This design comes from an exercise in tuning for small area and a short achievable clock period on the open sky130 flow, not from production work. At most, simulation tests tie the RTL to the original design; equivalence was not proved. For runs 2 to 5, only the layout was checked, not whether the RTL still works.

===== flow/config.mk =====
export PLATFORM = sky130hd
export DESIGN_NAME = PID_CONTROLLER
export DESIGN_NICKNAME = PID_CONTROLLER
export VERILOG_FILES = /design/flow/design.v
export SDC_FILE = /design/flow/constraint.sdc
export NUM_CORES = 4
export LEC_CHECK = 0
export CAP_MARGIN = 20
export CORE_MARGIN = 2
export CORE_UTILIZATION = 40
export SLEW_MARGIN = 20

===== flow/constraint.sdc =====
create_clock -name core_clock -period 10.0 [get_ports {clk}]
set_input_delay 2.0000 -clock core_clock [delete_from_list [all_inputs] [get_ports {clk}]]
set_output_delay 2.0000 -clock core_clock [all_outputs]
set_load 0.01 [all_outputs]

===== flow/design.v =====
module clock_generator(f_clk,rst,f_adc_clock,f_dac_clock,f_sw,f_sw_rise);
input f_clk,rst;
output reg f_adc_clock,f_dac_clock,f_sw;
output f_sw_rise;                                   
parameter N_sw=499;                                 
parameter N_adc=3;                                  
reg [9:0]counter1,counter2;
wire f_sw_next;
assign f_sw_next=(counter1<=10)||(counter1==N_sw);
assign f_sw_rise=f_sw_next&~f_sw;
always@(posedge f_clk)
begin
if(rst)
begin
f_sw<=0;
counter1<=0;
end
else if(counter1<=10)
begin
f_sw<=1;
counter1<=counter1+1;
end
else if (counter1==N_sw)
begin
f_sw<=1;
counter1<=0;
end
else
begin
f_sw<=0;
counter1<=counter1+1;
end
end
always@(posedge f_clk)
begin
if(rst)
begin
f_adc_clock<=0;
f_dac_clock<=0;
counter2<=0;
end
else if(counter2<=0)
begin
f_adc_clock<=0;
f_dac_clock<=0;
counter2<=counter2+1;
end
else if(counter2==N_adc)
begin
f_adc_clock<=1;
f_dac_clock<=1;
counter2<=0;
end
else 
begin
f_adc_clock<=0;
f_dac_clock<=0;
counter2<=counter2+1;
end
end
endmodule
module digital_PID_controller(clk,rst,f_pwm,N_er,N_con,K_p,K_i,K_d);
input signed[9:0]N_er,K_p,K_i,K_d;
input clk,rst;
input f_pwm;                              
output signed [18:0]N_con;
wire signed [19:0]N_prop_temp,N_int_temp1;
reg signed [19:0]N_der_temp;
wire signed [18:0]N_prop,N_int_temp2,N_int_inst,N_der;  
reg signed [18:0]N_int,N_int_temp3,N_int_temp4;
reg signed [9:0]N_er_prev;
parameter u_int_max=19'sb0_111111111111111110;
assign N_prop_temp=K_p*N_er;
assign N_int_temp1=K_i*N_er;
always@(posedge clk)
begin
if(rst)
begin
N_der_temp<=0;
N_er_prev<=0;
end
else if(f_pwm)
begin
N_der_temp<=K_d*(N_er-N_er_prev);
N_er_prev<=N_er;
end
end
assign N_prop={N_prop_temp[18:0]};        
assign N_int_temp2={N_int_temp1[18:0]};
assign N_der={N_der_temp[18:0]};
always@(posedge clk)
begin
if(rst)
begin
N_int_temp4<=0;
N_int_temp3<=0;
end
else if(f_pwm)
begin
N_int_temp4<=N_int_temp2+N_int_temp3;
N_int_temp3<=N_int_temp2+N_int_temp3;
end
end
assign N_int_inst={N_int_temp4[18],N_int_temp4[18],N_int_temp4[18],{N_int_temp4[18:3]}};
always@(posedge clk)
begin
if(rst)
N_int<=0;
else if(f_pwm)
begin
if(N_int_inst>u_int_max)
N_int<=u_int_max;
else
N_int<=N_int_inst;
end
end
assign N_con=N_prop+N_int+N_der;
endmodule
module DPWM_dead_time_circuit(clk,rst,f_pwm,cont_out,Q_H,Q_L);
input clk,rst,f_pwm;
input signed [18:0]cont_out;     
output Q_H,Q_L;
reg q_pwm;
reg[7:0]shift;
reg pwm_delay;
wire signed [11:0]controller_output;
reg signed [11:0]counter;        
assign controller_output={cont_out[18:7]};
always@(posedge clk)
begin
if(rst)
begin
q_pwm<=0;
counter<=0;
end
else if(counter<=1)
begin
q_pwm<=1;
counter<=counter+1;
end
else if(counter<=controller_output)
begin
q_pwm<=1;
counter<=counter+1;
end
else if(counter==499)
begin
q_pwm<=0;
counter<=0;
end
else 
begin
q_pwm<=0;
counter<=counter+1;
end
end
always@(posedge clk)
begin
if(rst)
begin
shift<=0;
pwm_delay<=0;
end
else
begin
shift[0]<=q_pwm;
shift[1]<=shift[0];
shift[2]<=shift[1];
shift[3]<=shift[2];
shift[4]<=shift[3];
pwm_delay<=shift[4];
end
end
assign Q_H=q_pwm & pwm_delay;
assign Q_L=~(q_pwm | pwm_delay);
endmodule
  module PID_CONTROLLER(clk,rst,clk_adc,clk_dac,pwm_high,pwm_low,adc_data,dac_data,Q_load,Q_L_R_tran);
input clk,rst,Q_L_R_tran;                             
output clk_adc,clk_dac,pwm_high,pwm_low,Q_load;       
input signed [9:0]adc_data;                           
output [11:0]dac_data;                                
reg signed [9:0]N_out;
wire signed [9:0] N_e;
wire signed [18:0] N_con;
wire f_sw;                                            
wire f_pwm;                                           
parameter K_p=10'sb0001_010000;                       
parameter K_i=10'sb0_001100011;                       
parameter K_d=10'sb0111_111111;                       
parameter N_ref_nom=10'sb0_010001010;                 
parameter delta_N_ref=10'sb0_000001110;               
wire signed [9:0]N_ref;
reg signed [9:0]N_ref_temp;
always@(posedge clk)
begin                                                 
if(rst)
N_out<=0;
else if(f_pwm)
N_out<={adc_data[9:1],1'b0};                          
end
assign N_e=N_ref-N_out;
clock_generator u1(.f_clk(clk),.rst(rst),.f_adc_clock(clk_adc),.f_dac_clock(clk_dac),.f_sw(f_sw),.f_sw_rise(f_pwm));
digital_PID_controller u2(.clk(clk),.rst(rst),.f_pwm(f_pwm),.N_er(N_e),.N_con(N_con),.K_p(K_p),.K_i(K_i),.K_d(K_d));
DPWM_dead_time_circuit u6(.clk(clk),.rst(rst),.f_pwm(f_pwm),.cont_out(N_con),.Q_H(pwm_high),.Q_L(pwm_low));
parameter N_tran=100;
reg[9:0]counter1;
reg Q_tran;
wire Q_tran_type;
assign Q_tran_type=Q_L_R_tran;                       
always@(posedge clk)
begin
if(rst)
begin
Q_tran<=0;
N_ref_temp<=0;
counter1<=0;
end
else if(f_pwm)
begin
if(counter1<=N_tran/2)
begin
Q_tran<=0;
N_ref_temp<=N_ref_nom;
counter1<=counter1+1;
end
else if(counter1==N_tran)
begin
Q_tran<=0;
N_ref_temp<=N_ref_nom;
counter1<=0;
end
else 
begin
Q_tran<=1;
N_ref_temp<=N_ref_nom+delta_N_ref;
counter1<=counter1+1;
end
end
end
assign Q_load=Q_tran_type?0:Q_tran;
assign N_ref=Q_tran_type?N_ref_temp:N_ref_nom;
assign dac_data=12'b0;
endmodule

===== flow/run.sh =====
#!/bin/bash
# synth_recipe.tcl (not shown) runs the flow's synth.tcl, then flattens the netlist and writes it again
# the make line also repeats each setting of config.mk as NAME=value (left out here)
make -C /OpenROAD-flow-scripts/flow DESIGN_CONFIG=/design/flow/config.mk WORK_HOME=/design/flow/orfs CLKGATE_MAP_FILE= SYNTH_SCRIPT=/design/flow/synth_recipe.tcl finish

==> results of run 1 <==
per-stage QoR:
stage | cells | instance area [µm²] | util [%]
global placement | 1695 | 11830 | 42.70
detailed placement | 1695 | 11830 | 42.70
global route | 1727 | 12390 | 44.72
CTS | 1727 | 12370 | 44.66
floorplan | 1323 | 11280 | -
finish | 1727 | 12390 | 44.72
worst min path at each step:
stage                                       from                      end  slack (ns)  depth (start not counted)
final                     u6.shift[0]$_SDFF_PP0_   u6.shift[1]$_SDFF_PP0_        0.44                          1
after global routing      u6.shift[0]$_SDFF_PP0_   u6.shift[1]$_SDFF_PP0_        0.45                          1
after CTS                 u6.shift[0]$_SDFF_PP0_   u6.shift[1]$_SDFF_PP0_        0.44                          1
after detailed placement  u6.shift[0]$_SDFF_PP0_   u6.shift[1]$_SDFF_PP0_        0.42                          1
after global placement    u6.shift[1]$_SDFF_PP0_   u6.shift[2]$_SDFF_PP0_        0.42                          1
after floorplan           u6.shift[4]$_SDFF_PP0_  u6.pwm_delay$_SDFF_PP0_        0.41                          1
critical path: stages:
cell	delay [ns]
clkdlybuf4s50_1	0.47
and2_1	0.20
ha_1	0.31
a21oi_1	0.27
nand2_1	0.14
xnor2_1	0.16
ha_1	0.43
o2111ai_2	0.18
and4_4	0.19
nor4_1	0.43
nor2_2	0.15
buf_4	0.20
fa_1	0.51
fa_1	0.54
fa_1	0.45
fa_1	0.56
inv_1	0.07
fa_1	0.50
inv_1	0.04
ha_1	0.33
and2_1	0.17
nand4_1	0.18
a2111oi_2	0.41
o31ai_1	0.13
nand2b_1	0.10
xor2_1	0.09
and4_1	0.21
o311a_1	0.31
layer usage:
metal	GRT usage (%)	up-vias	routed length, µm
met5	0	-	0
met4	4.053	0	289
met3	2.692	22	602
met2	28.65	90	10700
met1	23.23	3941	11430
li1	-	4286	-
cell type report:
cell class | count | area share [%]
Tap cell | 378 | 3.817
Clock buffer | 17 | 3.433
Timing Repair Buffer | 37 | 2.545
Inverter | 224 | 6.786
Sequential cell | 124 | 20.03
Multi-Input combinational cell | 932 | 62.44
Clock inverter | 15 | 0.9492
kinds of logic (layout without fill, tap and decap cells):
| logic type | after synthesis | count (layout) | share of synthesized area [%] |
|---|---|---|---|
| adders and majority gates | 254 | 254 | 34.62 |
| muxes | 1 | 1 | 0.08906 |
| buffers and inverters | 267 | 293 | 9.640 |
| and+or+nand+nor | 362 | 362 | 14.64 |
| other | 1 | 12 | 0.03336 |
| DFF | 124 | 124 | 22.09 |
| AOI/OAI and AO/OA | 208 | 208 | 11.42 |
| xor gates and xnor gates | 95 | 95 | 7.470 |
cell usage after synthesis (4+ instances only):
cell / number / area (µm²)
xnor2_1: 55 / 481.7
a21o_1: 12 / 90.09
buf_1: 4 / 15.01
a211oi_1: 11 / 82.58
nor2_1: 82 / 307.8
fa_1: 95 / 1902
o21bai_1: 8 / 60.06
or2_2: 6 / 37.54
nand2b_1: 8 / 50.05
nor4_1: 6 / 37.54
nand2_1: 151 / 566.8
inv_1: 223 / 837.1
or3_1: 9 / 56.30
nand4_1: 15 / 93.84
a211o_1: 4 / 35.03
clkbuf_1: 22 / 82.58
nand3_1: 26 / 130.1
nor2b_1: 18 / 112.6
dfxtp_1: 124 / 2482
nor3_1: 18 / 90.09
buf_4: 13 / 97.59
ha_1: 159 / 1989
xor2_1: 39 / 341.6
and2_1: 7 / 43.79
o31ai_1: 4 / 30.03
a31oi_1: 7 / 43.79
o21a_1: 5 / 37.54
a21oi_1: 100 / 500.5
o21ai_0: 28 / 140.1
what timing repair did:
| item | in CTS | in global routing |
|---|---|---|
| endpoints found under the setup margin | 0 | 1 |
| hold buffers | 0 | 0 |
| gates resized for setup | 0 | 6 |
state kept, by name (all words and copies together), names as in the netlist, 9 cells and up:
register	cells
counter1	10
u2.N_der_temp	18
u1.counter1	10
u2.N_int	16
N_out	9
u2.N_er_prev	9
u1.counter2	10
u6.counter	12
u2.N_int_temp3	18
==> results.py, run 1 <==
metrics = {
    "route": {
        "via_count": 8339,
        "drt-wirelength-per-cell_um": 13.33,
        "drt_iter0_drc": 340,
        "dr.pass1.iters": 5,
        "ant_nets": 0,
        "drcViolationCount": 0,
        "drt-total-wl_mm": 23.02,
        "viasPerCell": 4.829,
    },
    "timing": {
        "slew_headroom_pct": 44.25,
        "rsz0062_at_grt": "false",
        "finClkSkew_ns": 0.01136,
        "fin_hold_ws_ns": 0.4378,
        "slew_violations": 0,
        "worstMarginPinSlew_ns": 0.8362,
        "clock.fmax_mhz": 105.8,
        "setup_viol": 0,
        "hold_viol": 0,
        "setup_ws_ns": 0.5525,
        "layout_min_cycle_time_ns": 9.447,
        "finalCritPeriodShare_pct": 94.47,
        "finalSetupTns_ns": 0,
    },
    "clocking": {
        "cts_sinks": 124,
        "cts_buffer_depth": 2,
        "clock_latency_ns": 0.42,
        "htree_levels": 4,
        "root_buffer": "clkbuf_16",
        "cts_setup_buffers": 0,
        "cts_tree": "yes",
        "path_clk_slew_ns": 0.06,
        "cts_buffers": 17,
    },
    "synth": {
        "synth_edf_count": 0,
        "synth-seq-cells": 124,
        "ys_types": 67,
        "yosysSeqAreaShare_pct": 22.09,
        "ys.flop_type": "dfxtp_1",
        "syn-instance-count": 1312,
        "syn_avg_cell_area_um2": 8.567,
        "yosys_warnings": 4,
        "async_flop_share_pct": 0,
        "syn-cell-area_um2": 11240,
    },
    "setup_path": {
        "crit_type": "in2reg",
        "r2r-start": "N_ref_temp[3]$_SDFFE_PP0P_",
        "crit_path_max_fanout": 6,
        "crit_start": "Q_L_R_tran",
        "crit_arrival_ns": 9.76,
        "crit_end": "u2.N_der_temp[18]$_SDFFE_PP0P_",
        "worstReg2RegEnd": "u2.N_der_temp[18]$_SDFFE_PP0P_",
        "cp.required_ns": 10.31,
        "critPathLaunchType": "input pin",
        "r2r_cells": 28,
        "end_kind": "register",
        "rrSetupSlack_ns": 2.33,
    },
    "grt": {
        "grt_pass1_wl_mm": 40.52,
        "grtUsageTotal_pct": 17.14,
        "antenna_found_initial": 0,
        "overflow": 0,
        "grt_max_degree": 74,
        "grt_pass1_vias": 8449,
    },
    "status": {
        "status": "no timing/DRC/antenna violations",
    },
    "cells_and_area": {
        "antennaDiodeCount": 0,
        "multi_input_area_um2": 7736,
        "final_common_cell": "inv_1",
        "drive_gt1_share_pct": 5.634,
        "layout_common_cells": "223 x inv_1, 159 x ha_1, 151 x nand2_1",
        "seqCellArea_um2": 2482,
        "n_fill_cell": 2716,
        "area_growth_pct": 10.24,
        "nets": 1603,
    },
    "place": {
        "gp_congestion": 0.8190,
        "hpwl_mm": 17.94,
        "port_buffers": 16,
        "dp_slack_ns": -0.009179,
    },
    "die": {
        "die_area_um2": 29460,
        "die_width_um": 171.6,
        "die_height_um": 171.6,
        "io_pins": 30,
        "rows": 61,
        "coreArea_um2": 27710,
        "initial_core_util_pct": 40.57,
    },
    "min_path": {
        "min_path_type": "reg2reg",
    },
    "run": {
        "cap_violations": 0,
    },
}
==> run 2: changes to the inputs <==
==> flow/design.v (replaced) <==
module clock_generator(f_clk,rst,f_adc_clock,f_dac_clock,f_sw,f_sw_rise);
input f_clk,rst;
output f_adc_clock,f_dac_clock,f_sw;
output f_sw_rise;
reg [8:0] t;
wire en = (&t[8:4]) & t[1] & t[0];       
assign f_sw_rise = en;
assign f_sw = en & t[2];                 
assign f_adc_clock = ~t[1] & ~t[0];
assign f_dac_clock = f_adc_clock;
always @(posedge f_clk)
  if (rst) t <= 9'd503;
  else if (en) t <= {8'd0, t[2]};
  else t <= t + 9'd1;
endmodule
module digital_PID_controller(clk,rst,en,sel,a,r1,y0,y1);
input clk,rst,en,sel;
input signed [8:0] a;           
input [6:0] r1;                 
output signed [11:0] y0,y1;     
reg signed [8:0] fp;
reg signed [17:0] acc;
reg [13:0] kh;
wire signed [8:0] f0 = 9'sd69 - a;
wire signed [8:0] f1 = $signed({2'b00, r1}) - a;
wire signed [8:0] fe = sel ? f1 : f0;
wire signed [18:0] ai = {{3{acc[17]}}, acc[17:2]};
wire signed [9:0] d = fe - fp;
wire [18:0] k = ai + ({{9{d[9]}}, d} <<< 10) - ({{9{d[9]}}, d} <<< 1);
wire [13:0] s0 = kh + {{3{f0[8]}}, f0, 2'b00} + {{5{f0[8]}}, f0};
wire [13:0] s1 = kh + {{3{f1[8]}}, f1, 2'b00} + {{5{f1[8]}}, f1};
assign y0 = s0[13:2];
assign y1 = s1[13:2];
always @(posedge clk)
  if (en) kh <= k[18:5];
always @(posedge clk)
  if (rst) begin
    fp <= 9'sd0;
    acc <= 18'sd0;
  end else if (en) begin
    fp <= fe;
    acc <= acc + fe * 18'sd99;
  end
endmodule
module DPWM_dead_time_circuit(clk,rst,sel,y0,y1,Q_H,Q_L);
input clk,rst,sel;
input signed [11:0] y0,y1;
output Q_H,Q_L;
reg q_pwm;
reg [5:0] shift;
reg signed [11:0] counter;
wire low = counter <= 12'sd1;
wire cmp0 = counter <= y0;
wire cmp1 = counter <= y1;
wire on = low | (sel ? cmp1 : cmp0);
wire wrap = (counter == 12'sd499) & ~on;
always @(posedge clk)
  if (rst) begin
    q_pwm <= 1'b0;
    counter <= 12'sd0;
    shift <= 6'd0;
  end else begin
    q_pwm <= on;
    counter <= wrap ? 12'sd0 : counter + 12'sd1;
    shift <= {shift[4:0], q_pwm};
  end
assign Q_H = q_pwm & shift[5];
assign Q_L = ~(q_pwm | shift[5]);
endmodule
module PID_CONTROLLER(clk,rst,clk_adc,clk_dac,pwm_high,pwm_low,adc_data,dac_data,Q_load,Q_L_R_tran);
input clk,rst,Q_L_R_tran;
output clk_adc,clk_dac,pwm_high,pwm_low,Q_load;
input signed [9:0] adc_data;
output [11:0] dac_data;
wire en, init;
reg signed [8:0] a;             
reg [6:0] s;                    
wire q_tran = s[6];             
wire [6:0] r1 = init ? 7'd0 : (q_tran ? 7'd76 : 7'd69);
wire signed [11:0] y0, y1;
clock_generator u1(.f_clk(clk),.rst(rst),.f_adc_clock(clk_adc),.f_dac_clock(clk_dac),.f_sw(init),.f_sw_rise(en));
always @(posedge clk)
  if (rst) begin
    a <= 9'sd0;
    s <= 7'd12;
  end else if (en) begin
    a <= adc_data[9:1];
    s <= (s == 7'd112) ? 7'd12 : s + 7'd1;
  end
digital_PID_controller u2(.clk(clk),.rst(rst),.en(en),.sel(Q_L_R_tran),.a(a),.r1(r1),.y0(y0),.y1(y1));
DPWM_dead_time_circuit u6(.clk(clk),.rst(rst),.sel(Q_L_R_tran),.y0(y0),.y1(y1),.Q_H(pwm_high),.Q_L(pwm_low));
assign Q_load = ~Q_L_R_tran & q_tran;
assign dac_data = 12'b0;
endmodule
==> results.py, run 2 <==
metrics = {
    "cells_and_area": {
        "n_fill_cell": 2207,
        "largest_reg_flops": 18,
        "layout_common_cells": "152 x ha_1, 113 x inv_1, 105 x nand2_1",
        "seqCellArea_um2": 1842,
        "drive_gt1_share_pct": 4.045,
        "final_common_cell": "ha_1",
        "top_register": "u2.acc",
        "nets": 1259,
        "multi_input_area_um2": 6502,
        "area_growth_pct": 7.954,
        "reg_top3": "u2.acc: 18 flops, u2.kh: 14 flops, u6.counter: 12 flops",
        "antennaDiodeCount": 0,
    },
    "grt": {
        "grt.busiest_layer": "met2",
        "grtUsageTotal_pct": 16.11,
        "antenna_found_initial": 0,
        "overflow": 0,
        "grt_pass1_wl_mm": 31.15,
        "use_met3_pct": 2.495,
        "use_met2_pct": 28.30,
        "grt_pass1_vias": 6652,
        "grtUsageMet1_pct": 20.30,
        "grt_max_degree": 68,
    },
    "synth": {
        "synthTopCellsByArea": "ha_1 21%, dfxtp_1 16%, fa_1 8.1%, xnor2_1 6.4%, inv_1 4.7%",
        "async_flop_share_pct": 0,
        "syn-cell-area_um2": 8935,
        "syn-instance-count": 1047,
        "syn_avg_cell_area_um2": 8.534,
        "synth-seq-cells": 85,
        "synth_edf_count": 14,
        "yosys_warnings": 4,
        "ys_types": 72,
        "yosys.area.top_type": "ha_1",
        "yosysSeqAreaShare_pct": 20.61,
        "synth_common_cells": "152 x ha_1, 113 x inv_1, 105 x nand2_1",
        "ys.flop_type": "dfxtp_1",
        "synth_top_area_share_pct": 21.29,
        "yosysMostFrequentCell": "ha_1",
    },
    "route": {
        "drcViolationCount": 0,
        "drt-total-wl_mm": 18.21,
        "drt_iter0_drc": 350,
        "via_count": 6771,
        "ant_nets": 0,
        "drt-wirelength-per-cell_um": 13.56,
        "dr.pass1.iters": 4,
        "viasPerCell": 5.042,
    },
    "setup_path": {
        "end_kind": "register",
        "critPathLaunchType": "input pin",
        "cp.required_ns": 10.28,
        "crit_path_max_fanout": 17,
        "crit_type": "in2reg",
        "crit_arrival_ns": 8.10,
    },
    "clocking": {
        "cts_buffer_depth": 2,
        "clock_latency_ns": 0.35,
        "cts_tree": "yes",
        "htree_levels": 3,
        "cts_buffers": 9,
        "holdBufCountCts": 0,
        "cts_resized": 0,
        "path_clk_slew_ns": 0.07,
        "cts_setup_buffers": 0,
        "root_buffer": "clkbuf_16",
        "cts_sinks": 85,
    },
    "timing": {
        "setup_viol": 0,
        "finClkSkew_ns": 0.008221,
        "slew_headroom_pct": 46.68,
        "rsz0062_at_grt": "false",
        "finalCritPeriodShare_pct": 78.26,
        "layout_min_cycle_time_ns": 7.826,
        "clock.fmax_mhz": 127.8,
        "setup_ws_ns": 2.174,
        "worstMarginPinSlew_ns": 0.7776,
        "finalSetupTns_ns": 0,
        "slew_violations": 0,
        "fin_hold_ws_ns": 0.4396,
        "hold_viol": 0,
    },
    "die": {
        "die_area_um2": 23550,
        "die_width_um": 153.5,
        "die_height_um": 153.5,
        "coreArea_um2": 21890,
        "io_pins": 30,
        "initial_core_util_pct": 40.82,
        "rows": 54,
    },
    "place": {
        "hpwl_mm": 14.61,
        "gp_congestion": 0.8315,
        "port_buffers": 16,
        "dp_slack_ns": 1.830,
    },
    "min_path": {
        "min_path_type": "reg2reg",
    },
    "run": {
        "cap_violations": 0,
    },
    "status": {
        "status": "no timing/DRC/antenna violations",
    },
}
run 2: area by class of cell:
type                       instances  area share (%)
multi-input combinational        825           67.41
clock buffer                      10           2.374
clock inverter                     6          0.8951
timing repair buffer              23           2.153
sequential                        85           19.09
tap                              280           3.632
inverter                         114           4.436
run 2: stage by stage:
step | util, % | cells | instance area [µm²]
finish | 44.06 | 1343 | 9646
global route | 44.06 | 1343 | 9646
CTS | 44.06 | 1343 | 9646
detailed placement | 42.62 | 1327 | 9330
global placement | 42.62 | 1327 | 9330
floorplan | - | 1058 | 8976
run 2: cell families (layout without fill, tap and decap cells):
logic type               after synthesis  count (layout)  synth area share, %
flip-flops                            85              85                20.61
AO/OA/AOI/OAI                        206             206                15.12
buffers and inverters                148             153                7.072
AND/OR/NAND/NOR                      309             309                16.75
adder cells (fa/ha/maj)              190             190                29.58
multiplexers                           4               4               0.4761
XOR/XNOR                             104             104                10.35
other                                  1              12              0.04197
run 2: layer usage:
layer | wire [µm] | share of wire [%]
met1 | 8615 | 47
met2 | 8889 | 49
met3 | 359 | 2.0
met4 | 346 | 1.9
met5 | 0 | 0
run 2: path summary, 6_finish.rpt:
kind              slack, ns  cells past startpoint                   start                 endpoint
setup / recovery       2.17                     23              Q_L_R_tran  u2.acc[16]$_SDFFE_PP0N_
hold / removal         0.44                      1  u6.shift[4]$_SDFF_PP0_   u6.shift[5]$_SDFF_PP0_
setup reg to reg       2.50                     31      u1.t[0]$_SDFF_PP1_  u2.acc[16]$_SDFFE_PP0N_
hold reg to reg        0.44                      1  u6.shift[4]$_SDFF_PP0_   u6.shift[5]$_SDFF_PP0_
run 2: worst max-delay path, stage by stage:
cell and delay [ns]:
clkdlybuf4s50_1 0.45, buf_4 0.26, inv_1 0.20, a21oi_1 0.47
ha_1 0.34, ha_1 0.34, fa_1 0.52, inv_1 0.05
fa_1 0.49, inv_1 0.04, ha_1 0.32, a21oi_1 0.22
nor2b_1 0.09, o21bai_1 0.20, nand2_1 0.09, xor2_1 0.15
ha_1 0.34, a21oi_1 0.21, or4b_2 0.64, a41oi_1 0.28
xnor2_1 0.15, nand2_1 0.07, a21oi_1 0.16
==> run 3: changes to the inputs <==
==> flow/design.v (replaced) <==
module clock_generator(f_clk,rst,f_adc_clock,f_dac_clock,f_sw,f_sw_rise,upd);
input f_clk,rst;
output f_adc_clock,f_dac_clock,f_sw;
output f_sw_rise;
output upd;
reg [8:0] t;
wire en = (&t[8:4]) & t[1] & t[0];       
assign f_sw_rise = en;
assign f_sw = en & t[2];                 
assign upd = (t == 9'd1);                
assign f_adc_clock = ~t[1] & ~t[0];
assign f_dac_clock = f_adc_clock;
always @(posedge f_clk)
  if (rst) t <= 9'd503;
  else if (en) t <= {8'd0, t[2]};
  else t <= t + 9'd1;
endmodule
module digital_PID_controller(clk,rst,en,upd,init,qt,sel,adc,y0,y1);
input clk,rst;
input en;                       
input upd;                      
input init;                     
input qt;                       
input sel;                      
input [8:0] adc;                
output [11:0] y0,y1;            
reg [8:0] f0;
reg [8:0] fp;
reg [17:0] acc;
reg [13:0] kh;
wire band = ~f0[8] & (&f0[7:3]) & (|f0[2:0]);    
wire [8:0] f76 = f0 + 9'd7;
wire hi = sel & qt;
wire zero = sel & init;
wire [8:0] fe = zero ? 9'd0 : hi ? f76 : f0;
wire [9:0] d = {f0[8], f0} - {fp[8], fp};
wire [18:0] k0 = {{3{acc[17]}}, acc[17:2]} + {d[8:0], 10'd0} - {{8{d[9]}}, d, 1'b0};
wire [13:0] k1 = k0[18:5] + (band ? 14'd255 : 14'd223) + (k0[4:0] >= 5'd14);
wire [13:0] s0 = kh + {{3{f0[8]}}, f0, 2'b00} + {{5{f0[8]}}, f0};
wire [13:0] s1 = s0 + (band ? 14'h3623 : 14'h0023);
assign y0 = s0[13:2];
assign y1 = s1[13:2];
always @(posedge clk)
  if (en) kh <= zero ? 14'd0 : hi ? k1 : k0[18:5];
always @(posedge clk)
  if (rst) begin
    f0 <= 9'd69;
    fp <= 9'd0;
    acc <= 18'd0;
  end else begin
    if (en) begin
      f0 <= 9'd69 - adc;
      fp <= fe;
    end
    if (upd) acc <= acc + {{9{fp[8]}}, fp} * 18'd99;
  end
endmodule
module DPWM_dead_time_circuit(clk,rst,sel,y0,y1,Q_H,Q_L);
input clk,rst,sel;
input signed [11:0] y0,y1;
output Q_H,Q_L;
reg q_pwm;
reg [5:0] shift;
reg signed [11:0] counter;
wire low = counter <= 12'sd1;
wire cmp0 = counter <= y0;
wire cmp1 = counter <= y1;
wire on = low | (sel ? cmp1 : cmp0);
wire wrap = (counter == 12'sd499) & ~on;
always @(posedge clk)
  if (rst) begin
    q_pwm <= 1'b0;
    counter <= 12'sd0;
    shift <= 6'd0;
  end else begin
    q_pwm <= on;
    counter <= wrap ? 12'sd0 : counter + 12'sd1;
    shift <= {shift[4:0], q_pwm};
  end
assign Q_H = q_pwm & shift[5];
assign Q_L = ~(q_pwm | shift[5]);
endmodule
module PID_CONTROLLER(clk,rst,clk_adc,clk_dac,pwm_high,pwm_low,adc_data,dac_data,Q_load,Q_L_R_tran);
input clk,rst,Q_L_R_tran;
output clk_adc,clk_dac,pwm_high,pwm_low,Q_load;
input signed [9:0] adc_data;
output [11:0] dac_data;
wire en, init, upd;
reg [6:0] s;                    
wire q_tran = s[6];             
wire [11:0] y0, y1;
clock_generator u1(.f_clk(clk),.rst(rst),.f_adc_clock(clk_adc),.f_dac_clock(clk_dac),.f_sw(init),.f_sw_rise(en),.upd(upd));
always @(posedge clk)
  if (rst) s <= 7'd12;
  else if (en) s <= (s == 7'd112) ? 7'd12 : s + 7'd1;
digital_PID_controller u2(.clk(clk),.rst(rst),.en(en),.upd(upd),.init(init),.qt(q_tran),.sel(Q_L_R_tran),
  .adc(adc_data[9:1]),.y0(y0),.y1(y1));
DPWM_dead_time_circuit u6(.clk(clk),.rst(rst),.sel(Q_L_R_tran & q_tran),.y0(y0),.y1(y1),.Q_H(pwm_high),.Q_L(pwm_low));
assign Q_load = ~Q_L_R_tran & q_tran;
assign dac_data = 12'b0;
endmodule
==> results.py, run 3 <==
metrics = {
    "synth": {
        "ys.flop_type": "dfxtp_1",
        "synth_top_area_share_pct": 20.80,
        "async_flop_share_pct": 0,
        "synth-seq-cells": 85,
        "yosys.area.top_type": "ha_1",
        "ys_types": 69,
        "synth_common_cells": "148 x ha_1, 109 x inv_1, 109 x nor2_1",
        "synth_edf_count": 14,
        "yosysMostFrequentCell": "ha_1",
        "syn_avg_cell_area_um2": 8.473,
        "yosysSeqAreaShare_pct": 20.68,
        "syn-instance-count": 1051,
        "synthTopCellsByArea": "ha_1 21%, dfxtp_1 16%, fa_1 7.2%, xnor2_1 6.8%, edfxtp_1 4.7%",
        "syn-cell-area_um2": 8905,
        "yosys_warnings": 4,
    },
    "clocking": {
        "cts_setup_buffers": 0,
        "cts_sinks": 85,
        "root_buffer": "clkbuf_16",
        "cts_resized": 0,
        "cts_tree": "yes",
        "cts_buffer_depth": 2,
        "path_clk_slew_ns": 0.07,
        "htree_levels": 3,
        "cts_buffers": 9,
        "holdBufCountCts": 0,
        "clock_latency_ns": 0.36,
    },
    "die": {
        "die_width_um": 153.2,
        "rows": 54,
        "initial_core_util_pct": 40.80,
        "die_height_um": 153.2,
        "die_area_um2": 23470,
        "io_pins": 30,
        "coreArea_um2": 21820,
    },
    "cells_and_area": {
        "layout_common_cells": "148 x ha_1, 109 x nor2_1, 109 x inv_1",
        "largest_reg_flops": 18,
        "reg_top3": "u2.acc: 18 flops, u2.kh: 14 flops, u6.counter: 12 flops",
        "top_register": "u2.acc",
        "final_common_cell": "ha_1",
        "area_growth_pct": 8.220,
        "utilization_pct": 44.16,
        "multi_input_area_um2": 6538,
        "n_fill_cell": 2170,
        "seqCellArea_um2": 1842,
        "antennaDiodeCount": 0,
        "nets": 1260,
        "drive_gt1_share_pct": 3.358,
    },
    "setup_path": {
        "end_kind": "register",
        "critPathLaunchType": "register",
        "crit_arrival_ns": 6.04,
        "crit_type": "reg2reg",
        "cp.required_ns": 10.21,
        "crit_path_max_fanout": 9,
    },
    "grt": {
        "overflow": 0,
        "grt_pass1_vias": 6798,
        "antenna_found_initial": 0,
        "grt_pass1_wl_mm": 33.22,
        "grt_max_degree": 50,
        "grtUsageTotal_pct": 17.26,
    },
    "min_path": {
        "min_path_type": "reg2reg",
    },
    "place": {
        "port_buffers": 16,
        "hpwl_mm": 15.43,
        "gp_congestion": 0.8294,
    },
    "route": {
        "ant_nets": 0,
        "drt-total-wl_mm": 19.14,
        "drt_iter0_drc": 336,
        "drcViolationCount": 0,
        "via_count": 7007,
        "dr.pass1.iters": 5,
        "drt-wirelength-per-cell_um": 14.16,
        "viasPerCell": 5.183,
    },
    "timing": {
        "slew_violations": 0,
        "layout_min_cycle_time_ns": 5.833,
        "slew_headroom_pct": 42.40,
        "finalCritPeriodShare_pct": 58.33,
        "rsz0062_at_grt": "false",
        "fin_hold_ws_ns": 0.4412,
        "clock.fmax_mhz": 171.4,
        "worstMarginPinSlew_ns": 0.8532,
        "finalSetupTns_ns": 0,
        "finClkSkew_ns": 0.009553,
        "hold_viol": 0,
        "setup_viol": 0,
    },
    "run": {
        "cap_violations": 0,
    },
    "status": {
        "status": "no timing/DRC/antenna violations",
    },
}
[run 3: changes by cell type after synthesis, moves of 4 or more]
cell	delta
a211oi_1	+11
a21o_1	-7
fa_1	-4
ha_1	-4
inv_1	-4
nand2_1	-38
nand2b_1	-7
nand3_1	-9
nor2_1	+41
o21a_1	+10
o21ai_0	+14
o21bai_1	-4
o31ai_1	+5
xnor2_1	+4
[run 3: critical path, stage by stage (launching register included)]
cell and delay [ns]:
dfxtp_1 0.49, fa_1 0.52, ha_1 0.32, a21o_1 0.18, a21oi_1 0.20, nor2b_1 0.09
o31a_1 0.30, o311a_1 0.30, o21a_1 0.18, o21a_1 0.18, nor2_1 0.22, ha_1 0.30
a21o_1 0.18, a41o_1 0.22, xnor2_1 0.22, ha_1 0.29, nand4_1 0.14, nor3_1 0.07
a311oi_1 0.24, o311a_1 0.19, o21ai_0 0.09, a21oi_1 0.58, a211oi_1 0.17
[run 3: worst paths after layout]
path | startpoint | end | slack, ns | cells past startpoint
max | u2.f0[2]$_SDFFE_PP1P_ | u6.counter[2]$_SDFF_PP0_ | 4.17 | 22
min | u6.shift[1]$_SDFF_PP0_ | u6.shift[2]$_SDFF_PP0_ | 0.44 | 1
max reg2reg | u2.f0[2]$_SDFFE_PP1P_ | u6.counter[2]$_SDFF_PP0_ | 4.17 | 22
min reg2reg | u6.shift[1]$_SDFF_PP0_ | u6.shift[2]$_SDFF_PP0_ | 0.44 | 1
[run 3: stage by stage]
stage | cell area [µm²] | cells | worst slack (ns)
after floorplan | 8946 | 1062 | 4.713
after global routing | 9637 | 1352 | 3.654
after detailed placement | 9343 | 1336 | 4.179
final | 9637 | 1352 | 4.167
after CTS | 9637 | 1352 | 4.157
after global placement | 9343 | 1336 | 4.213
[run 3: layout make-up]
type / count / share of cell area (%)
timing repair buffer: 22 / 2.077
tap: 280 / 3.635
multi-input combinational: 839 / 67.84
clock buffer: 10 / 2.597
clock inverter: 6 / 0.4544
inverter: 110 / 4.285
sequential: 85 / 19.11
[run 3: cell families after synthesis]
logic type,after synthesis,synth area share [%]
muxes,5,0.5621
and+or+nand+nor,292,15.48
buffers and inverters,138,6.365
DFF,85,20.68
adders and majority gates,180,27.99
AOI/OAI and AO/OA,244,18.29
xor gates and xnor gates,106,10.58
other,1,0.04211
[run 3: per-layer routing]
layer	vias up	track usage (%)	share of wire, %
li1	3682	-	-
met1	3259	24.14	52
met2	52	28.34	45
met3	14	1.956	1.8
met4	0	4.586	1.3
met5	-	0	0
==> run 4: changes to the inputs <==
--- a/flow/config.mk
+++ b/flow/config.mk
@@ -8,4 +8,5 @@
 export CAP_MARGIN = 20
 export CORE_MARGIN = 2
 export CORE_UTILIZATION = 40
+export SETUP_SLACK_MARGIN = 5
 export SLEW_MARGIN = 20
==> results.py, run 4 <==
metrics = {
    "status": {
        "status": "no timing/DRC/antenna violations",
    },
    "clocking": {
        "clock_latency_ns": 0.36,
        "path_clk_slew_ns": 0.07,
        "cts_buffer_depth": 2,
        "htree_levels": 3,
        "root_buffer": "clkbuf_16",
        "cts_buffers": 9,
        "cts_sinks": 85,
        "holdBufCountCts": 0,
        "cts_tree": "yes",
    },
    "synth": {
        "synth_xor_area_share_pct": 10.58,
        "synthMuxAreaShare_pct": 0.5620,
        "ys_types": 69,
        "syn_avg_cell_area_um2": 8.473,
        "ys.flop_type": "dfxtp_1",
        "syn-cell-area_um2": 8905,
        "yosys.area.top_type": "ha_1",
        "syn-instance-count": 1051,
        "synth_common_cells": "148 x ha_1, 109 x inv_1, 109 x nor2_1",
        "synth-seq-cells": 85,
        "synth_top_area_share_pct": 20.80,
        "yosys.area_share.simple_pct": 15.48,
        "synth_top_family_by_area": "adder cells",
        "async_flop_share_pct": 0,
        "yosysMostFrequentCell": "ha_1",
        "yosys_warnings": 4,
        "synthTopCellsByArea": "ha_1 21%, dfxtp_1 16%, fa_1 7.2%, xnor2_1 6.8%, edfxtp_1 4.7%",
        "synth_compound_area_share_pct": 18.29,
        "synthAdderAreaFrac_pct": 27.99,
        "yosysSeqAreaShare_pct": 20.68,
        "synth_edf_count": 14,
    },
    "setup_path": {
        "crit_arrival_ns": 5.44,
        "worstReg2RegEnd": "u6.counter[0]$_SDFF_PP0_",
        "critPathLaunchType": "register",
        "end_kind": "register",
        "rrSetupSlack_ns": 4.83,
        "r2r-start": "u2.kh[2]$_SDFFCE_PP0P_",
        "timing.critical_path.mode_cell": "ha_1",
        "cp.required_ns": 10.27,
        "crit_path_top_delay_cell": "fa_1",
        "crit_path_max_fanout": 8,
        "r2r_cells": 25,
        "crit_type": "reg2reg",
        "slowest_delay_ns": 0.50,
    },
    "min_path": {
        "min_path_type": "reg2reg",
        "hold_path_end": "u6.shift[3]$_SDFF_PP0_",
        "holdPathStages": 1,
        "hold_path.startpoint": "u6.shift[2]$_SDFF_PP0_",
    },
    "route": {
        "via_count": 7081,
        "drt_iter0_drc": 249,
        "viasPerCell": 5.150,
        "drt-total-wl_mm": 20.07,
        "ant_nets": 0,
        "drt-wirelength-per-cell_um": 14.60,
        "drcViolationCount": 0,
        "dr.pass1.iters": 4,
    },
    "place": {
        "placed_cell_area_um2": 9340,
        "hpwl_mm": 15.48,
        "dp_slack_ns": 4.273,
        "port_buffers": 16,
        "gp_congestion": 0.8550,
    },
    "timing": {
        "finalSetupTns_ns": 0,
        "layout_min_cycle_time_ns": 5.172,
        "rsz0062_at_grt": "true",
        "slew_violations": 0,
        "worstMarginPinSlew_ns": 0.7879,
        "finClkSkew_ns": 0.01083,
        "setup_ws_ns": 4.828,
        "hold_viol": 0,
        "slew_headroom_pct": 47.32,
        "finalCritPeriodShare_pct": 51.72,
        "setup_viol": 0,
        "clock.fmax_mhz": 193.4,
    },
    "cells_and_area": {
        "final_common_cell": "ha_1",
        "reg_top3": "u2.acc: 18 flops, u2.kh: 14 flops, u6.counter: 12 flops",
        "top_register": "u2.acc",
        "drive_gt1_share_pct": 12.88,
        "area_growth_pct": 15.55,
        "antennaDiodeCount": 0,
        "layout_common_cells": "139 x ha_1, 107 x inv_1, 104 x nor2_1",
        "largest_reg_flops": 18,
        "nets": 1283,
        "stdcell_area_um2": 10290,
    },
    "grt": {
        "overflow": 0,
        "antenna_found_initial": 0,
        "grtUsageTotal_pct": 17.64,
        "grt_pass1_vias": 7031,
        "grt_max_degree": 50,
        "grt_pass1_wl_mm": 34.27,
    },
    "die": {
        "die_width_um": 153.2,
        "rows": 54,
        "coreArea_um2": 21820,
        "die_area_um2": 23470,
        "die_height_um": 153.2,
        "io_pins": 30,
        "initial_core_util_pct": 40.80,
    },
    "run": {
        "cap_violations": 0,
    },
}
run 4: worst max-delay path, delay by kind of cell (launching register included):
family | cells | cell delay, ns
and+or+nand+nor | 6 | 0.72
xor gates and xnor gates | 1 | 0.16
buffers and inverters | 3 | 0.45
AOI/OAI and AO/OA | 11 | 1.90
adders and majority gates | 4 | 1.46
DFF | 1 | 0.42
run 4: cells by family (layout without fill, tap and decap cells):
group / Yosys count / in the layout
AOI/OAI and AO/OA: 244 / 244
xor gates and xnor gates: 106 / 106
adders and majority gates: 180 / 180
buffers and inverters: 138 / 171
DFF: 85 / 85
muxes: 5 / 5
other: 1 / 12
and+or+nand+nor: 292 / 292
run 4: worst max path at each step:
| stage | start | to | slack (ns) | depth (start not counted) |
|---|---|---|---|---|
| floorplan | u2.kh[2]$_SDFFCE_PP0P_ | u6.counter[8]$_SDFF_PP0_ | 5.02 | 22 |
| global placement | u2.f0[1]$_SDFFE_PP0P_ | u2.kh[13]$_SDFFCE_PP0P_ | 4.35 | 19 |
| detailed placement | u2.f0[1]$_SDFFE_PP0P_ | u2.kh[13]$_SDFFCE_PP0P_ | 4.27 | 19 |
| CTS | u2.kh[2]$_SDFFCE_PP0P_ | u6.counter[6]$_SDFF_PP0_ | 4.86 | 23 |
| global route | u2.kh[2]$_SDFFCE_PP0P_ | u6.counter[8]$_SDFF_PP0_ | 4.53 | 25 |
| finish | u2.kh[2]$_SDFFCE_PP0P_ | u6.counter[0]$_SDFF_PP0_ | 4.83 | 25 |
run 4: what timing repair did:
| action | CTS | global route |
|---|---|---|
| pin swaps | 23 | 31 |
| setup endpoints to repair | 20 | 19 |
| buffers inserted | 15 | 10 |
| resized for setup | 45 | 65 |
run 4: final cells by class:
type,instances,area [µm²]
fillers,2097,11530
multi-input cells,839,6997
flip-flops and latches,85,1858
inverters,110,416.7
repair buffers,45,387.9
well taps,280,350.3
clock buffers,9,225.2
clock inverters,7,55.05
run 4: per-stage QoR:
| stage | cells | hold slack, ns | util [%] |
|---|---|---|---|
| 2_1_floorplan | 1062 | 0.4138 | - |
| 3_3_place_gp | 1334 | 0.4171 | 42.80 |
| 3_5_place_dp | 1334 | 0.4286 | 42.80 |
| 4_1_cts | 1365 | 0.4459 | 45.44 |
| 5_1_grt | 1375 | 0.4645 | 47.15 |
| 6_report | 1375 | 0.4416 | 47.15 |
run 4: routing by layer:
layer | track usage [%] | share of wire (%) | vias to the layer above | wire (µm)
met5 | 0 | 0 | - | 0
met4 | 4.365 | 1.2 | 0 | 232
met2 | 29.27 | 47 | 44 | 9359
met3 | 2.041 | 1.3 | 13 | 264
met1 | 24.52 | 51 | 3298 | 10220
li1 | - | - | 3726 | -
==> run 5: changes to the inputs <==
--- a/flow/design.v
+++ b/flow/design.v
@@ -33,13 +33,28 @@
 wire hi = sel & qt;
 wire zero = sel & init;
 wire [8:0] fe = zero ? 9'd0 : hi ? f76 : f0;
-wire [9:0] d = {f0[8], f0} - {fp[8], fp};
-wire [18:0] k0 = {{3{acc[17]}}, acc[17:2]} + {d[8:0], 10'd0} - {{8{d[9]}}, d, 1'b0};
-wire [13:0] k1 = k0[18:5] + (band ? 14'd255 : 14'd223) + (k0[4:0] >= 5'd14);
-wire [13:0] s0 = kh + {{3{f0[8]}}, f0, 2'b00} + {{5{f0[8]}}, f0};
-wire [13:0] s1 = s0 + (band ? 14'h3623 : 14'h0023);
+wire [9:0] d;
+rca #(10) ad(.a({f0[8], f0}), .b(~{fp[8], fp}), .ci(1'b1), .s(d), .co());
+wire [18:0] ka = {{3{acc[17]}}, acc[17:2]};
+wire [18:0] kb = {d[8:0], 10'd0};
+wire [18:0] kc = ~{{8{d[9]}}, d, 1'b0};
+wire [18:0] ks, kk;
+csa #(19) kcs(.a(ka), .b(kb), .c(kc), .s(ks), .k(kk));
+wire [18:0] k0;
+rca #(19) ka0(.a(ks), .b(kk), .ci(1'b1), .s(k0), .co());
+wire [13:0] k1;
+rca #(14) ka1(.a(k0[18:5]), .b(band ? 14'd255 : 14'd223), .ci(k0[4:0] >= 5'd14), .s(k1), .co());
+wire [13:0] ss, sk, s0, s1;
+csa #(14) scs(.a(kh), .b({{3{f0[8]}}, f0, 2'b00}), .c({{5{f0[8]}}, f0}), .s(ss), .k(sk));
+rca #(14) sa0(.a(ss), .b(sk), .ci(1'b0), .s(s0), .co());
+rca #(14) sa1(.a(s0), .b(band ? 14'h3623 : 14'h0023), .ci(1'b0), .s(s1), .co());
 assign y0 = s0[13:2];
 assign y1 = s1[13:2];
+wire [10:0] f3;
+rca #(11) af3(.a({{2{fp[8]}}, fp}), .b({fp[8], fp, 1'b0}), .ci(1'b0), .s(f3), .co());
+wire [17:0] as, ak, accn;
+csa #(18) acs(.a(acc), .b({{7{f3[10]}}, f3}), .c({{2{f3[10]}}, f3, 5'd0}), .s(as), .k(ak));
+rca #(18) aa(.a(as), .b(ak), .ci(1'b0), .s(accn), .co());
 always @(posedge clk)
   if (en) kh <= zero ? 14'd0 : hi ? k1 : k0[18:5];
 always @(posedge clk)
@@ -52,8 +67,22 @@
       f0 <= 9'd69 - adc;
       fp <= fe;
     end
-    if (upd) acc <= acc + {{9{fp[8]}}, fp} * 18'd99;
+    if (upd) acc <= accn;
   end
+endmodule
+module rca #(parameter N = 8) (input [N-1:0] a, input [N-1:0] b, input ci, output [N-1:0] s, output co);
+wire [N:0] c;
+assign c[0] = ci;
+genvar i;
+generate for (i = 0; i < N; i = i + 1) begin : g
+  assign s[i] = a[i] ^ b[i] ^ c[i];
+  assign c[i+1] = (a[i] & b[i]) | (c[i] & (a[i] ^ b[i]));
+end endgenerate
+assign co = c[N];
+endmodule
+module csa #(parameter N = 8) (input [N-1:0] a, input [N-1:0] b, input [N-1:0] c, output [N-1:0] s, output [N-1:0] k);
+assign s = a ^ b ^ c;
+assign k = {(a[N-2:0] & b[N-2:0]) | (c[N-2:0] & (a[N-2:0] ^ b[N-2:0])), 1'b0};
 endmodule
 module DPWM_dead_time_circuit(clk,rst,sel,y0,y1,Q_H,Q_L);
 input clk,rst,sel;
==> results.py, run 5 <==
metrics = {
    "clocking": {
        "clock_latency_ns": 0.36,
        "cts_sinks": 85,
        "root_buffer": "clkbuf_16",
        "path_clk_slew_ns": 0.07,
        "cts_buffers": 9,
        "holdBufCountCts": 0,
        "cts_tree": "yes",
        "htree_levels": 3,
        "cts_buffer_depth": 2,
    },
    "setup_path": {
        "crit_arrival_ns": 8.30,
        "slowest_delay_ns": 0.59,
        "crit_path_max_fanout": 2,
        "end_kind": "register",
        "cp_num_buf_inv": 3,
        "timing.critical_path.mode_cell": "fa_2",
        "cp_top_family": "adder cells",
        "crit_path_top_delay_cell": "fa_2",
        "rrSetupSlack_ns": 1.78,
        "crit_type": "reg2reg",
        "cp.required_ns": 10.08,
        "critPathLaunchType": "register",
    },
    "timing": {
        "slew_violations": 0,
        "slew_headroom_pct": 31.48,
        "hold_viol": 0,
        "finalCritPeriodShare_pct": 82.16,
        "worstMarginPinSlew_ns": 1.021,
        "fin_hold_ws_ns": 0.4403,
        "finClkSkew_ns": 0.009244,
        "setup_viol": 0,
        "layout_min_cycle_time_ns": 8.216,
        "finalSetupTns_ns": 0,
        "clock.fmax_mhz": 121.7,
        "rsz0062_at_grt": "true",
    },
    "cells_and_area": {
        "n_fill_cell": 1649,
        "drive_gt1_share_pct": 18.52,
        "stdcell_area_um2": 8436,
        "final_common_cell": "inv_1",
        "reg_top3": "u2.acc: 18 flops, u2.kh: 14 flops, u6.counter: 12 flops",
        "layout_common_cells": "123 x inv_1, 72 x ha_1, 65 x dfxtp_1",
        "nets": 948,
        "antennaDiodeCount": 0,
        "finalNonFillerCells": 1001,
        "largest_reg_flops": 18,
        "area_growth_pct": 15.05,
        "top_register": "u2.acc",
    },
    "synth": {
        "ys.flop_type": "dfxtp_1",
        "yosys_warnings": 4,
        "async_flop_share_pct": 0,
        "syn-cell-area_um2": 7332,
        "synth_edf_count": 14,
        "synth-seq-cells": 85,
        "yosys.area.top_type": "fa_1",
        "syn-instance-count": 743,
        "ys_types": 53,
        "yosysSeqAreaShare_pct": 25.12,
        "synthTopCellsByArea": "fa_1 24%, dfxtp_1 19%, ha_1 14%, inv_1 7.1%, edfxtp_1 5.7%",
        "synth_common_cells": "139 x inv_1, 87 x fa_1, 81 x ha_1",
        "synth_top_area_share_pct": 23.75,
        "yosysMostFrequentCell": "inv_1",
        "syn_avg_cell_area_um2": 9.868,
    },
    "die": {
        "rows": 49,
        "initial_core_util_pct": 40.82,
        "die_width_um": 139.4,
        "coreArea_um2": 17960,
        "die_height_um": 139.4,
        "io_pins": 30,
        "die_area_um2": 19430,
    },
    "grt": {
        "overflow": 0,
        "grt_max_degree": 60,
        "antenna_found_initial": 0,
        "grtUsageTotal_pct": 16.47,
        "grt_pass1_vias": 5174,
        "grt_pass1_wl_mm": 25.48,
    },
    "route": {
        "drt-wirelength-per-cell_um": 15.38,
        "ant_nets": 0,
        "drcViolationCount": 0,
        "via_count": 5002,
        "dr.pass1.iters": 4,
        "drt-total-wl_mm": 15.40,
        "drt_iter0_drc": 142,
        "viasPerCell": 4.997,
    },
    "place": {
        "gp_congestion": 0.8479,
        "hpwl_mm": 11.99,
        "post-place-cells": 970,
        "port_buffers": 16,
        "placed_cell_area_um2": 7904,
    },
    "min_path": {
        "min_path_type": "reg2reg",
    },
    "run": {
        "cap_violations": 0,
    },
    "status": {
        "status": "no timing/DRC/antenna violations",
    },
}
[run 5: cell families (layout without fill, tap and decap cells)]
logic type / count (synthesis) / after routing / share of synthesized area [%]
simple gates: 177 / 177 / 12.15
buf+inv: 171 / 189 / 9.420
fa+ha+maj: 168 / 168 / 37.58
flops: 85 / 85 / 25.12
compound gates: 81 / 81 / 8.260
xor+xnor: 45 / 45 / 5.375
mux: 15 / 15 / 2.048
other cells: 1 / 12 / 0.05115
[run 5: per-stage QoR]
| step | util (%) | setup WS, ns |
|---|---|---|
| floorplan | - | 2.056 |
| global placement | 44.00 | 1.752 |
| detailed placement | 44.00 | 1.698 |
| CTS | 46.33 | 1.816 |
| global route | 46.96 | 1.565 |
| finish | 46.96 | 1.784 |
[run 5: repair_timing]
item                                    4_1_cts  5_1_grt
endpoints found under the setup margin       30       30
setup buffers                                 8        7
gates resized for setup                      12       20
pin swaps                                     7       34
[run 5: per-layer routing]
metal | track usage [%] | vias to the layer above | share of wire [%]
li1 | - | 2435 | -
met1 | 21.16 | 2482 | 46
met2 | 28.53 | 62 | 50
met3 | 3.235 | 23 | 2.6
met4 | 4.200 | 0 | 1.7
met5 | 0 | - | 0
[run 5: layout make-up]
cell class                 count  area, µm²  share of cell area, %
clock buffer                  10      250.2                  2.966
clock inverter                 6      58.81                 0.6971
inverter                     139      524.3                  6.215
multi-input combinational    498       5162                  61.20
sequential                    85       1854                  21.98
tap                          229      286.5                  3.397
timing repair buffer          34      299.0                  3.545
[run 5: path summary, 6_finish.rpt]
check	start	cells past startpoint	end
setup / recovery	u2.f0[0]$_SDFFE_PP1P_	27	u2.kh[13]$_SDFFCE_PP0P_
hold / removal	u6.shift[0]$_SDFF_PP0_	1	u6.shift[1]$_SDFF_PP0_
setup reg to reg	u2.f0[0]$_SDFFE_PP1P_	27	u2.kh[13]$_SDFFCE_PP0P_
hold reg to reg	u6.shift[0]$_SDFF_PP0_	1	u6.shift[1]$_SDFF_PP0_

==> port drivers added, routing unchanged <==
The flow's constraints put no driver on any port. The routed layouts listed below were extracted and timed again, unchanged, in two steps. Step 1 assumes that a clkbuf_16 drives the clock port and a buf_2 every other input. Step 2 times the ports against the registers' clock, not the clock port: input delays grow and output delays shrink by t, the midpoint of the rising clock arrivals with the driver on. Three values: no drivers, after step 1, after step 2; two values: the first two.
| run | t (ns) | slack for setup (ns) | worst setup path after step 2 | latest minus earliest clock arrival (ns) | pins driven straight from the clock port |
|---|---|---|---|---|---|
| run 1 | 0.466 | 0.553 / 0.577 / 0.112 | input to register | 0.011 / 0.011 | 1 |
| run 2 | 0.394 | 2.174 / 2.192 / 1.798 | input to register | 0.010 / 0.009 | 1 |
| run 3 | 0.397 | 4.167 / 4.167 / 4.167 | register to register | 0.010 / 0.010 | 1 |
| run 4 | 0.395 | 4.828 / 4.828 / 4.828 | register to register | 0.011 / 0.011 | 1 |
| run 5 | 0.397 | 1.784 / 1.784 / 1.784 | register to register | 0.010 / 0.010 | 1 |
After both steps setup and hold are still met in every run listed. For run 1, which loses most, drivers alone change the setup slack by +0.024 ns; drivers and shift together by -0.441 ns.
